This is an optimization exercise on Yosys and OpenROAD, whose aim is small area, a short achievable clock period and few clock cycles per item, not a production implementation.

==> flow/design.v (excerpt) <==
module block_solver (
	input clk,
	input rst_n,
	input [255:0] midstate,
	input [95:0] header_leftovers,
	input [255:0] target,
	input [31:0] nonce_start,
	output [2:0] state_out,
	output [31:0] current_nonce
);
Size in the first run: roughly 12000 cells after synthesis, about 1800 flip-flops.
Settings: LEC_CHECK=0, ABC_AREA=1, CAP_MARGIN=20, CORE_MARGIN=2, CORE_UTILIZATION=55, SLEW_MARGIN=20; clock period 16.0 ns.
standard.sh (not shown) runs the stock make flow with config.mk's settings and CLKGATE_MAP_FILE= SYNTH_SCRIPT=/design/flow/synth_recipe.tcl, a recipe that flattens the netlist after the stock synthesis.
==> flow/flow/run.sh <==
#!/bin/bash
set -euo pipefail
export SETUP_SLACK_MARGIN=11.5
export BUFFER_PORTS_ARGS="-buffer_cell sky130_fd_sc_hd__buf_1"
bash standard.sh > standard.log 2>&1
The starting point produced a clean layout.
Rerun with:
==> flow/flow/run.sh (replaced) <==
#!/bin/bash
set -euo pipefail
export SETUP_SLACK_MARGIN=11.3
export BUFFER_PORTS_ARGS="-buffer_cell sky130_fd_sc_hd__buf_1"
bash standard.sh > standard.log 2>&1
PLACE_DENSITY = 0.85   (was unset)
Cell area decreases slightly. Non-clock buffer count drops by 98. Setup slack gains 8.9 ps. Utilization decreases by 1.2 points. Cell count is lower slightly.
Function was not checked in any run of this note: the RTL went through the layout flow alone.


block_solver, a different RTL version from the one above (not shown whole).
For scale: ~13,000 cells after synthesis, ~680 I/O pins, about 98,000 um^2 of cells after synthesis.
clock: 16.0 ns
lec_check: 0
abc_area: 1
cap_margin: 20
core_margin: 2
core_utilization: 40
slew_margin: 20
==> flow/flow/run.sh <==
#!/bin/bash
set -euo pipefail
export SETUP_SLACK_MARGIN=11.3
export BUFFER_PORTS_ARGS="-buffer_cell sky130_fd_sc_hd__buf_1"
bash standard.sh > standard.log 2>&1
The baseline went through all stages and came out clean.
Change:
==> flow/flow/run.sh (replaced) <==
#!/bin/bash
set -euo pipefail
export SETUP_SLACK_MARGIN=11
export BUFFER_PORTS_ARGS="-buffer_cell sky130_fd_sc_hd__buf_1"
bash standard.sh > standard.log 2>&1
--- a/flow/config.mk
+++ b/flow/config.mk
@@ -7,3 +7,2 @@
 export LEC_CHECK = 0
-export ABC_AREA = 1
 export CAP_MARGIN = 20
Result:
- count of clock-buffer cells in the layout grows by 6
- area after synthesis shrinks by a little under a tenth
- via count shrinks by about a fifth
- non-clock buffer count grows by 23
- final area shrinks by a few percent
Change:
--- a/flow/config.mk
+++ b/flow/config.mk
@@ -10,2 +10,4 @@
 export CORE_UTILIZATION = 40
+export CTS_BUF_LIST = sky130_fd_sc_hd__clkbuf_8
+export CTS_CLUSTER_SIZE = 20
 export SLEW_MARGIN = 20
Outcome: The changed run finished clean. Clock skew rose by 0.041 ns. Synthesized cell count does not change. Final area stays flat. Worst setup slack degrades by 0.0071 ns. Register-to-register slack is about the same.
No functional check of the RTL was part of any run of this note.


Another version of the RTL of block_solver (not shown whole).
For scale: about 23000 cells after synthesis, roughly 680 I/O pins, about 180000 µm² of cells after synthesis.
Settings: LEC_CHECK=0, ABC_AREA=1, CAP_MARGIN=20, CORE_MARGIN=2, CORE_UTILIZATION=58, PLACE_DENSITY=0.7, SLEW_MARGIN=20, SYNTH_HIERARCHICAL=1, SYNTH_MINIMUM_KEEP_SIZE=400; clock period 16.0 ns.
==> flow/flow/run.sh <==
#!/bin/bash
set -euo pipefail
export SETUP_SLACK_MARGIN=11.6
export BUFFER_PORTS_ARGS="-buffer_cell sky130_fd_sc_hd__buf_1"
bash standard.sh > standard.log 2>&1
The first run finished with timing, DRC and antenna clean.
==> next run, changes <==
Settings changed: CORE_UTILIZATION 58 to 60, PLACE_DENSITY 0.7 to 0.75.
Count of clock-buffer cells in the layout decreases by 6.
First-iteration DRC count decreases by 7.7%.
Final area decreases by 0.48%.
No functional check of the RTL was part of any run of this note.


Another version of the RTL of block_solver (not shown whole).
Size in the first run: ~12000 cells after synthesis, about 1800 flip-flops, ~680 I/O pins.
==> flow/design.v (excerpt) <==
module block_solver (
	input clk,
	input rst_n,
	input [255:0] midstate,
	input [95:0] header_leftovers,
	input [255:0] target,
	input [31:0] nonce_start,
	output [2:0] state_out,
	output [31:0] current_nonce
);
==> flow/config.mk <==
export PLATFORM = sky130hd
export DESIGN_NAME = block_solver
export DESIGN_NICKNAME = block_solver
export VERILOG_FILES = /design/flow/design.v
export SDC_FILE = /design/flow/constraint.sdc
export NUM_CORES = 8
export LEC_CHECK = 0
export ABC_AREA = 1
export CAP_MARGIN = 20
export CORE_MARGIN = 2
export CORE_UTILIZATION = 55
export PLACE_DENSITY = 0.85
export SLEW_MARGIN = 20
export SYNTH_HIERARCHICAL = 1
export SYNTH_MINIMUM_KEEP_SIZE = 1500
==> flow/constraint.sdc <==
create_clock -name core_clock -period 16.0 [get_ports {clk}]
set_input_delay 3.2000 -clock core_clock [delete_from_list [all_inputs] [get_ports {clk}]]
set_output_delay 3.2000 -clock core_clock [all_outputs]
set_load 0.01 [all_outputs]
Scripts as last shown in full above: flow/flow/run.sh
Edit:
==> flow/flow/run.sh (replaced) <==
#!/bin/bash
set -euo pipefail
export SETUP_SLACK_MARGIN=11.7
export BUFFER_PORTS_ARGS="-buffer_cell sky130_fd_sc_hd__buf_1"
bash standard.sh > standard.log 2>&1
Settings changed: SYNTH_MINIMUM_KEEP_SIZE 1500 to 400.
Clock-buffer cell count went up by 8.
Area after synthesis went up by 1.6%.
Design area went up by 1.2%.
No functional check of the RTL was part of any run of this note.


== job 2173 ==
Another version of the RTL of block_solver (not shown whole).
For scale: about 11,000 cells after synthesis, ~92,000 µm² of cells after synthesis.
clock: 16.0 ns
lec_check: 0
abc_area: 1
cap_margin: 20
core_margin: 2
core_utilization: 40
slew_margin: 20
==> flow/flow/run.sh <==
#!/bin/bash
set -euo pipefail
export SETUP_SLACK_MARGIN=11.6
export BUFFER_PORTS_ARGS="-buffer_cell sky130_fd_sc_hd__buf_1"
bash standard.sh > standard.log 2>&1
Job 2173 finished every stage and its layout cleared the timing, design-rule and antenna checks.
Relative to job 2173, the following input files were edited for job 4505:
Settings: CORE_UTILIZATION: 40 -> 55.
==> flow/flow/run.sh <==
#!/bin/bash
set -euo pipefail
export SETUP_SLACK_MARGIN=11.3
export BUFFER_PORTS_ARGS="-buffer_cell sky130_fd_sc_hd__buf_1"
bash standard.sh > standard.log 2>&1
### Flow results
Compared to job 2173, job 4505 shows a wider setup margin.
There was hardly any difference in relative area of clock buffers and inverters in the final design between job 4505 and job 2173.
Job 4505 ended up with a lower final period demand of the worst path than job 2173 did.
Wire length (job 4505 over job 2173): decrease, 28 mm
Row area of the placeable core: job 4505 lower / job 2173 higher
Changes in job 2647 relative to job 4505:
Settings: changing CORE_UTILIZATION from 55 to 40.
==> comparison <==
Reported for job 2647 and job 4505, number of buffers on the longest clock path turned out identical to the last digit.
Job 2647 against job 4505: post-CTS setup repair buffer count now larger.
Compared with job 4505, job 2647 shows a higher count of clock-buffer cells in the layout.
Of job 2647 and job 4505, the lower first-pass iteration count of the detailed router belongs to job 2647.
Buffer count excluding the clock tree in the final layout came out higher on job 2647 than on job 4505.
Job 2647 vs job 4505: met2 demand-to-capacity share in global routing down in job 2647
Between job 2647 and job 4505, it is job 2647 whose worst hold slack is lower, by 0.014 ns.
From job 4505 to job 2647 the numbers moved as follows: sequential share of layout area dropped 0.57 points.
No run of this note included a check of the RTL's function; only the layout flow was run.

==> afterwards: timing with drivers on the ports <==
The results above use ideal ports. As a check the final layouts listed here were re-extracted and re-timed, cells and wires unchanged.
Step 1 (the two cells are an assumption about what drives the block):
set clk [get_ports {clk}]
set_driving_cell -lib_cell sky130_fd_sc_hd__clkbuf_16 $clk
set_driving_cell -lib_cell sky130_fd_sc_hd__buf_2 [delete_from_list [all_inputs] $clk]
Step 2 adds t to the input delays and takes it off the output delays; t is the mean of the earliest and latest rising clock arrival at the registers after step 1. Input paths then give back, and output paths get back, about the clock's delay inside the block.
a / b / c = no drivers / after step 1 / after step 2; a / b = the first two.
run	t, ns	setup WS [ns]	clock arrival spread, ns	worst slew at a driven data input, ns	cell pins on the clock port's net
the first run of note 1	0.939	11.297 / 11.297 / 11.066	0.085 / 0.084	0.13	1
the second run of note 1	0.949	11.306 / 11.209 / 11.304	0.104 / 0.104	0.36	1
the first run of note 2	0.972	11.184 / 11.078 / 11.054	0.112 / 0.112	0.28	1
the second run of note 2	0.933	11.092 / 11.070 / 10.897	0.056 / 0.056	0.24	1
the third run of note 2	1.122	11.085 / 11.002 / 10.847	0.100 / 0.100	0.23	1
the first run of note 3	1.079	11.281 / 11.163 / 10.617	0.162 / 0.162	0.35	1
the second run of note 3	1.046	11.326 / 11.210 / 10.603	0.134 / 0.134	0.32	1
the first run of note 4	0.955	11.435 / 11.332 / 11.362	0.069 / 0.069	0.37	1
the second run of note 4	0.936	11.422 / 11.332 / 11.553	0.057 / 0.058	0.27	1
job 2173	0.923	11.299 / 11.299 / 11.163	0.089 / 0.089	0.28	1
job 4505	0.943	11.324 / 11.239 / 11.246	0.071 / 0.071	0.21	1
job 2647	0.907	11.253 / 11.253 / 10.755	0.110 / 0.109	0.29	1
After both steps setup and hold are still met in every run listed. For the second run of note 3, which loses most, drivers alone change the setup slack by -0.116 ns; drivers and shift together by -0.723 ns.
